Source: an optimization exercise on an open RTL-to-GDS flow (aim: small area and a short achievable clock period). Production flows keep margins and buffers that such runs may drop.
Where RTL was checked, it was by simulation tests only, not by an equivalence proof against the original.

==> inputs of raven <==
==> flow/design.v <==
`timescale 1 ps / 1ps
module kcpsm3(
  output [9:0]  address,
  input  [17:0] instruction,
  output [7:0]  port_id,
  output        write_strobe,
  output [7:0]  out_port,
  output        read_strobe,
  input  [7:0]  in_port,
  input         interrupt,
  output        interrupt_ack,
  input         reset,
  input         clk);
  wire [17:0] ins = instruction;
  wire [3:0]  top4 = ins[17:14];
  wire [2:0]  top3 = ins[17:15];
  reg reset_delay, internal_reset, t_state;
  always @(posedge clk) begin
    reset_delay    <= reset;
    internal_reset <= reset | reset_delay;
    t_state        <= ~t_state & ~internal_reset;
  end
  reg carry_flag, zero_flag;
  reg clean_int, active_interrupt, int_ack, int_enable, shadow_carry, shadow_zero;
  wire int_update = active_interrupt | (ins[17] & ins[16] & ins[15]);
  always @(posedge clk) begin
    clean_int        <= interrupt & ~internal_reset;
    active_interrupt <= ~internal_reset & t_state & clean_int & int_enable & ~active_interrupt;
    int_ack          <= active_interrupt;
    if (active_interrupt) begin
      shadow_carry <= carry_flag;
      shadow_zero  <= zero_flag;
    end
    if (internal_reset)
      int_enable <= 1'b0;
    else if (int_update)
      int_enable <= ~active_interrupt & ins[0] & ~int_ack;
  end
  assign interrupt_ack = int_ack;
  wire condition_met = ins[11] ? (ins[10] ? ~carry_flag : carry_flag)
                               : (ins[10] ? ~zero_flag  : zero_flag);
  wire move_group = (top4 == 4'b1100) | (top4 == 4'b1101) | (top4 == 4'b1110) | (top4 == 4'b1010);
  wire taken      = move_group & (~ins[12] | condition_met);
  wire call_op    = (top4 == 4'b1100);
  wire ret_op     = (top4 == 4'b1010) | (top4 == 4'b1110);
  reg  [9:0] pc;
  reg  [9:0] tos;
  wire [9:0] tos_inc = tos + 10'd1;
  wire [9:0] pc_inc  = pc + 10'd1;
  wire [9:0] vector  = ins[15] ? (ins[13] ? tos_inc : tos) : ins[9:0];
  always @(posedge clk)
    if (internal_reset)       pc <= 10'd0;
    else if (active_interrupt) pc <= 10'h3FF;
    else if (~t_state)        pc <= taken ? vector : pc_inc;
  assign address = pc;
  wire push = ~internal_reset & ~t_state & (active_interrupt | (call_op & taken));
  wire pop  = ~internal_reset & ~t_state & ~active_interrupt & ret_op & taken;
  reg  [4:0] sp;
  reg  [9:0] stack_mem [0:28];
  wire [9:0] stack_rd = (sp < 5'd29) ? stack_mem[sp] : 10'd0;
  always @(posedge clk) begin
    if (internal_reset) sp <= 5'd30;
    else if (push)      sp <= sp + 5'd1;
    else if (pop)       sp <= sp - 5'd1;
    if (push)     tos <= pc;
    else if (pop) tos <= stack_rd;
  end
  genvar g;
  generate
    for (g = 0; g < 29; g = g + 1) begin : stk
      always @(posedge clk)
        if (push && sp == ((g + 31) % 32)) stack_mem[g] <= tos;
    end
  endgenerate
  reg  [7:0] regs [0:15];
  wire [7:0] sx  = regs[ins[11:8]];
  wire [7:0] sy  = regs[ins[7:4]];
  reg  [7:0] sx_q, op2_q;
  always @(posedge clk) begin
    sx_q  <= sx;
    op2_q <= ins[12] ? sy : ins[7:0];
  end
  assign out_port = sx_q;
  assign port_id  = op2_q;
  wire [7:0] a = sx_q;
  wire [7:0] b = op2_q;
  reg [7:0] logical;
  always @(*)
    case (ins[14:13])
      2'b00: logical = b;
      2'b01: logical = a & b;
      2'b10: logical = a | b;
      default: logical = a ^ b;
    endcase
  wire       cin = ins[14] ^ (ins[13] & carry_flag);
  wire [8:0] sum = {1'b0, a} + {1'b0, b ^ {8{ins[14]}}} + {8'd0, cin};
  wire       arith_carry = sum[8] ^ ins[14];
  wire shift_in = ins[2] ? (ins[1] ? ins[0] : a[0]) : (ins[1] ? a[7] : carry_flag);
  wire [7:0] shifted = ins[3] ? {shift_in, a[7:1]} : {a[6:0], shift_in};
  wire shift_carry = ins[3] ? a[0] : a[7];
  reg  [7:0] scratch [0:63];
  wire [7:0] fetched = scratch[b[5:0]];
  wire sel_input = (top4 == 4'b0001);
  wire sel_arith = ins[16] & (ins[15] | ins[14]);
  wire [7:0] result = ins[17]   ? shifted :
                      sel_input ? (ins[13] ? fetched : in_port) :
                      sel_arith ? sum[7:0] : logical;
  wire reg_type  = (top3 == 3'b000) | (top3 == 3'b001) | (top3 == 3'b011) | (top3 == 3'b100);
  wire reg_en    = t_state & ~int_ack & reg_type;
  wire mem_en    = t_state & ~int_ack & (top3 == 3'b101) & ins[14] & ins[13];
  wire flag_type = (top4 == 4'b0010) | (top4 == 4'b0011) | (top4 == 4'b0100) | (top4 == 4'b0101) |
                   (top4 == 4'b0110) | (top4 == 4'b0111) | (top4 == 4'b1000) | (top4 == 4'b1110);
  wire flag_en   = t_state & flag_type;
  wire parity    = ^(a & b);
  wire new_carry = ins[17] ? (ins[15] ? shadow_carry : shift_carry)
                 : ins[16] ? ((~ins[15] & ~ins[14]) ? parity : arith_carry) : 1'b0;
  wire new_zero  = (ins[17] & ins[16]) ? shadow_zero : (result == 8'd0);
  always @(posedge clk) begin
    if (reg_en) regs[ins[11:8]] <= result;
    if (mem_en) scratch[b[5:0]] <= a;
    if (internal_reset) begin
      carry_flag <= 1'b0;
      zero_flag  <= 1'b0;
    end else if (flag_en) begin
      carry_flag <= new_carry;
      zero_flag  <= new_zero;
    end
  end
  wire io_decode = ~t_state & ~active_interrupt & ~ins[16] & ins[14] & ~ins[13];
  reg  ws, rs;
  always @(posedge clk) begin
    ws <= ~internal_reset & io_decode & ins[17] & ins[15];
    rs <= ~internal_reset & io_decode & ~ins[17] & ~ins[15];
  end
  assign write_strobe = ws;
  assign read_strobe  = rs;
endmodule
==> flow/run.sh <==
#!/bin/bash
# synth_recipe.tcl (not shown) runs the flow's synth.tcl, then flattens the netlist and writes it again
# the make line also repeats each setting of config.mk as NAME=value (left out here)
make -C /OpenROAD-flow-scripts/flow DESIGN_CONFIG=/design/flow/config.mk WORK_HOME=/design/flow/orfs CLKGATE_MAP_FILE= SYNTH_SCRIPT=/design/flow/synth_recipe.tcl finish
==> flow/config.mk <==
export PLATFORM = sky130hd
export DESIGN_NAME = kcpsm3
export DESIGN_NICKNAME = kcpsm3
export VERILOG_FILES = /design/flow/design.v
export SDC_FILE = /design/flow/constraint.sdc
export NUM_CORES = 4
export LEC_CHECK = 0
export CAP_MARGIN = 20
export CORE_MARGIN = 2
export CORE_UTILIZATION = 40
export SLEW_MARGIN = 20
==> flow/constraint.sdc <==
create_clock -name core_clock -period 7.0 [get_ports {clk}]
set_input_delay 1.4000 -clock core_clock [delete_from_list [all_inputs] [get_ports {clk}]]
set_output_delay 1.4000 -clock core_clock [all_outputs]
set_load 0.01 [all_outputs]
==> violet: changes against raven <==
==> flow/design.v, changed modules only <==
module kcpsm3(
  output [9:0]  address,
  input  [17:0] instruction,
  output [7:0]  port_id,
  output        write_strobe,
  output [7:0]  out_port,
  output        read_strobe,
  input  [7:0]  in_port,
  input         interrupt,
  output        interrupt_ack,
  input         reset,
  input         clk);
  wire [17:0] ins = instruction;
  wire [3:0]  top4 = ins[17:14];
  wire [2:0]  top3 = ins[17:15];
  reg reset_delay, internal_reset, t_state;
  always @(posedge clk) begin
    reset_delay    <= reset;
    internal_reset <= reset | reset_delay;
    t_state        <= ~t_state & ~internal_reset;
  end
  reg carry_flag, zero_flag;
  reg clean_int, active_interrupt, int_ack, int_enable, shadow_carry, shadow_zero;
  wire int_update = active_interrupt | (ins[17] & ins[16] & ins[15]);
  always @(posedge clk) begin
    clean_int        <= interrupt & ~internal_reset;
    active_interrupt <= ~internal_reset & t_state & clean_int & int_enable & ~active_interrupt;
    int_ack          <= active_interrupt;
    if (active_interrupt) begin
      shadow_carry <= carry_flag;
      shadow_zero  <= zero_flag;
    end
    if (internal_reset)
      int_enable <= 1'b0;
    else if (int_update)
      int_enable <= ~active_interrupt & ins[0] & ~int_ack;
  end
  assign interrupt_ack = int_ack;
  wire condition_met = ins[11] ? (ins[10] ? ~carry_flag : carry_flag)
                               : (ins[10] ? ~zero_flag  : zero_flag);
  wire move_group = (top4 == 4'b1100) | (top4 == 4'b1101) | (top4 == 4'b1110) | (top4 == 4'b1010);
  wire taken      = move_group & (~ins[12] | condition_met);
  wire call_op    = (top4 == 4'b1100);
  wire ret_op     = (top4 == 4'b1010) | (top4 == 4'b1110);
  reg  [9:0] pc;
  reg  [9:0] tos;
  wire [9:0] pc_inc = pc + 10'd1;
  wire [9:0] vector = ins[15] ? tos : ins[9:0];
  always @(posedge clk)
    if (internal_reset)        pc <= 10'd0;
    else if (active_interrupt) pc <= 10'h3FF;
    else if (~t_state)         pc <= taken ? vector : pc_inc;
  assign address = pc;
  wire push = ~internal_reset & ~t_state & (active_interrupt | (call_op & taken));
  wire pop  = ~internal_reset & ~t_state & ~active_interrupt & ret_op & taken;
  reg  [4:0] sp;
  wire [4:0] sp_up   = sp + 5'd1;
  wire [4:0] sp_down = sp - 5'd1;
  reg  [9:0] stack_mem [0:28];
  wire [31:0] sp_sel = 32'd1 << sp;
  reg  [9:0] stack_rd;
  integer k;
  always @(*) begin
    stack_rd = 10'd0;
    for (k = 0; k < 29; k = k + 1)
      stack_rd = stack_rd | ({10{sp_sel[k]}} & stack_mem[k]);
  end
  always @(posedge clk) begin
    if (internal_reset) sp <= 5'd30;
    else if (push)      sp <= sp_up;
    else if (pop)       sp <= sp_down;
    if (push)     tos <= active_interrupt ? pc : pc_inc;
    else if (pop) tos <= stack_rd;
  end
  genvar g;
  generate
    for (g = 0; g < 29; g = g + 1) begin : stk
      always @(posedge clk)
        if (push && sp_sel[(g + 31) % 32]) stack_mem[g] <= tos;
    end
  endgenerate
  reg  [7:0] regs [0:15];
  wire [15:0] x_sel = 16'd1 << ins[11:8];
  wire [15:0] y_sel = 16'd1 << ins[7:4];
  reg  [7:0] sx, sy;
  always @(*) begin
    sx = 8'd0;
    sy = 8'd0;
    for (k = 0; k < 16; k = k + 1) begin
      sx = sx | ({8{x_sel[k]}} & regs[k]);
      sy = sy | ({8{y_sel[k]}} & regs[k]);
    end
  end
  reg  [7:0] sx_q, op2_q;
  wire [7:0] op2 = ins[12] ? sy : ins[7:0];
  reg  [7:0] s_lo, s_hi;   
  reg  [17:13] iq;       
  reg  cin_q;            
  wire a_cycle = ~internal_reset & ~t_state;
  wire store_op = (top3 == 3'b101) & ins[14] & ins[13];
  wire reg_op   = (top3 == 3'b000) | (top3 == 3'b001) | (top3 == 3'b011) | (top3 == 3'b100);
  wire flag_op  = (top4 == 4'b0010) | (top4 == 4'b0011) | (top4 == 4'b0100) | (top4 == 4'b0101) |
                  (top4 == 4'b0110) | (top4 == 4'b0111) | (top4 == 4'b1000) | (top4 == 4'b1110);
  reg  reg_en, mem_en, flag_en;
  always @(posedge clk) begin
    reg_en  <= a_cycle & ~active_interrupt & reg_op;
    mem_en  <= a_cycle & ~active_interrupt & store_op;
    flag_en <= a_cycle & flag_op;
  end
  always @(posedge clk) begin
    sx_q  <= sx;
    op2_q <= op2;
    s_lo  <= 8'd1 << op2[2:0];
    s_hi  <= 8'd1 << op2[5:3];
    iq    <= ins[17:13];
    cin_q <= ins[14] ^ (ins[13] & carry_flag);
  end
  assign out_port = sx_q;
  assign port_id  = op2_q;
  wire [7:0] a = sx_q;
  wire [7:0] b = op2_q;
  wire [3:0] qtop4 = iq[17:14];
  reg [7:0] logical;
  always @(*)
    case (iq[14:13])
      2'b00: logical = b;
      2'b01: logical = a & b;
      2'b10: logical = a | b;
      default: logical = a ^ b;
    endcase
  wire [8:0] sum = {1'b0, a} + {1'b0, b ^ {8{iq[14]}}} + {8'd0, cin_q};
  wire       arith_carry = sum[8] ^ iq[14];
  wire shift_in = b[2] ? (b[1] ? b[0] : a[0]) : (b[1] ? a[7] : carry_flag);
  wire [7:0] shifted = b[3] ? {shift_in, a[7:1]} : {a[6:0], shift_in};
  wire shift_carry = b[3] ? a[0] : a[7];
  reg  [7:0] scratch [0:63];
  reg  [63:0] s_sel;
  reg  [7:0] fetched, row;
  integer j;
  always @(*) begin
    fetched = 8'd0;
    for (j = 0; j < 8; j = j + 1) begin
      row = 8'd0;
      for (k = 0; k < 8; k = k + 1) begin
        s_sel[j * 8 + k] = s_hi[j] & s_lo[k];
        row = row | ({8{s_lo[k]}} & scratch[j * 8 + k]);
      end
      fetched = fetched | ({8{s_hi[j]}} & row);
    end
  end
  wire sel_input = (qtop4 == 4'b0001);
  wire sel_arith = iq[16] & (iq[15] | iq[14]);
  wire [7:0] result = iq[17]    ? shifted :
                      sel_input ? (iq[13] ? fetched : in_port) :
                      sel_arith ? sum[7:0] : logical;
  wire parity    = ^(a & b);
  wire new_carry = iq[17] ? (iq[15] ? shadow_carry : shift_carry)
                 : iq[16] ? ((~iq[15] & ~iq[14]) ? parity : arith_carry) : 1'b0;
  wire [7:0] bb = b ^ {8{iq[14]}};
  wire [7:0] zero_carry = {a[6:0] | bb[6:0], cin_q};
  wire arith_zero = &(~(a ^ bb ^ zero_carry));
  wire new_zero  = iq[17] ? (iq[16] ? shadow_zero : (shifted == 8'd0))
                          : (sel_arith ? arith_zero : (logical == 8'd0));
  always @(posedge clk) begin
    for (k = 0; k < 16; k = k + 1)
      if (reg_en & x_sel[k]) regs[k] <= result;
    for (k = 0; k < 64; k = k + 1)
      if (mem_en & s_sel[k]) scratch[k] <= a;
    if (internal_reset) begin
      carry_flag <= 1'b0;
      zero_flag  <= 1'b0;
    end else if (flag_en) begin
      carry_flag <= new_carry;
      zero_flag  <= new_zero;
    end
  end
  wire io_decode = ~t_state & ~active_interrupt & ~ins[16] & ins[14] & ~ins[13];
  reg  ws, rs;
  always @(posedge clk) begin
    ws <= ~internal_reset & io_decode & ins[17] & ins[15];
    rs <= ~internal_reset & io_decode & ~ins[17] & ~ins[15];
  end
  assign write_strobe = ws;
  assign read_strobe  = rs;
endmodule
==> flow/flow/run.sh (new file) <==
#!/bin/bash
# Own layout flow: the standard flow (standard.sh, unchanged synthesis), with the
# port buffers made of a faster buffer cell and gate sizing not limited to cells of the
# same footprint. Everything else, including the constraints, is the standard flow's.
set -euo pipefail
bash standard.sh \
  MATCH_CELL_FOOTPRINT=0 \
  "BUFFER_PORTS_ARGS=-buffer_cell sky130_fd_sc_hd__buf_4" \
  finish > standard_flow.log 2>&1
==> flow/standard.sh (new file) <==
#!/bin/bash
# synth_recipe.tcl (not shown) runs the flow's synth.tcl, then flattens the netlist and writes it again
# the make line also repeats each setting of config.mk as NAME=value (left out here)
make -C /OpenROAD-flow-scripts/flow DESIGN_CONFIG=/design/flow/config.mk WORK_HOME=/design/flow/orfs CLKGATE_MAP_FILE= SYNTH_SCRIPT=/design/flow/synth_recipe.tcl "${@:-finish}"
- ABC_CLOCK_PERIOD_IN_PS: unset -> 2600
- CORE_UTILIZATION: 40 -> 55
- CTS_CLUSTER_DIAMETER: unset -> 60
- CTS_CLUSTER_SIZE: unset -> 30
- SETUP_SLACK_MARGIN: unset -> 4.0
- TNS_END_PERCENT: unset -> 100
removed: flow/run.sh
==> yarrow: changes against raven <==
- ABC_CLOCK_PERIOD_IN_PS: unset -> 2600
- CORE_UTILIZATION: 40 -> 55
- SETUP_SLACK_MARGIN: unset -> 4.4
==> results.sh <==
export IMPL_p_switching_mw=3.09
export IMPL_period_needed_ns=4.79
export IMPL_power_frac_seq_pct=50.4
export IMPL_status="complete, no violations"
export IMPL_synth_simple_area_share_pct=5.57
export IMPL_met1_length_um=47500
export IMPL_start_util_pct=40.2
export IMPL_synth_cells=2495
export IMPL_dp_cells=3856
export IMPL_grt_pass1_vias=24200
export IMPL_switching_share_pct=23.5
export IMPL_endpoint="zero_flag"
export IMPL_dr_wl_met3_um=11000
export IMPL_clkSlewWorstSetupHoldPaths_ns=0.06
export IMPL_synth_compound_area_share_pct=8.93
export IMPL_highest_layer="met4"
Source of the figures above: raven

==> results.sh <==
export IMPL_status="complete, no violations"
export IMPL_highest_layer="met5"
export IMPL_endpoint="zero_flag"
export IMPL_met1_length_um=53200
export IMPL_worstReg2RegStart="op2_q[0]"
export IMPL_grt_pass1_vias=26900
export IMPL_synth_simple_area_share_pct=5.57
export IMPL_period_needed_ns=3.88
export IMPL_synth_compound_area_share_pct=8.93
export IMPL_dr_wl_met3_um=15900
export IMPL_switching_share_pct=24.5
export IMPL_clkSlewWorstSetupHoldPaths_ns=0.06
export IMPL_synth_cells=2495
export IMPL_p_switching_mw=3.40
Source of the figures above: yarrow

==> results.sh <==
export IMPL_power_frac_seq_pct=53.8
export IMPL_dr_wl_met3_um=13900
export IMPL_synth_simple_area_share_pct=7.36
export IMPL_synth_cells=2639
export IMPL_clkSlewWorstSetupHoldPaths_ns=0.09
export IMPL_endpoint="regs[11][2]"
export IMPL_met1_length_um=51000
export IMPL_grt_pass1_vias=24600
export IMPL_p_switching_mw=3.30
export IMPL_status="complete, no violations"
export IMPL_switching_share_pct=26.3
export IMPL_highest_layer="met5"
Source of the figures above: violet

For violet, only the layout was checked, not whether the RTL still works.

==> separate check: timing with driven ports <==
No port has a modelled driver above. Below, the same layouts with a new extraction and two added sets of constraints.
Step 1 assumes that a clkbuf_16 drives the clock port and a buf_2 every other input.
Step 2 times the ports against the registers' clock, not the clock port: input delays grow and output delays shrink by t, the midpoint of the rising clock arrivals with the driver on.
Three values: no drivers, after step 1, after step 2; two values: the first two.
run | shift t [ns] | slack for setup (ns) | hold WS [ns] | worst setup path at the end | clock arrival spread, ns
raven | 0.736 | 2.215 / 2.253 / 1.518 | 0.401 / 0.401 / 0.401 | input to register | 0.048 / 0.047
violet | 0.706 | 3.855 / 3.855 / 3.167 | 0.424 / 0.424 / 0.424 | input to register | 0.058 / 0.058
yarrow | 0.742 | 3.122 / 3.122 / 2.402 | 0.421 / 0.421 / 0.421 | input to register | 0.031 / 0.031
After both steps setup and hold are still met in every run listed. The setup slack of yarrow, which loses most, moves by 0.000 ns with the drivers and by -0.720 ns with both steps.
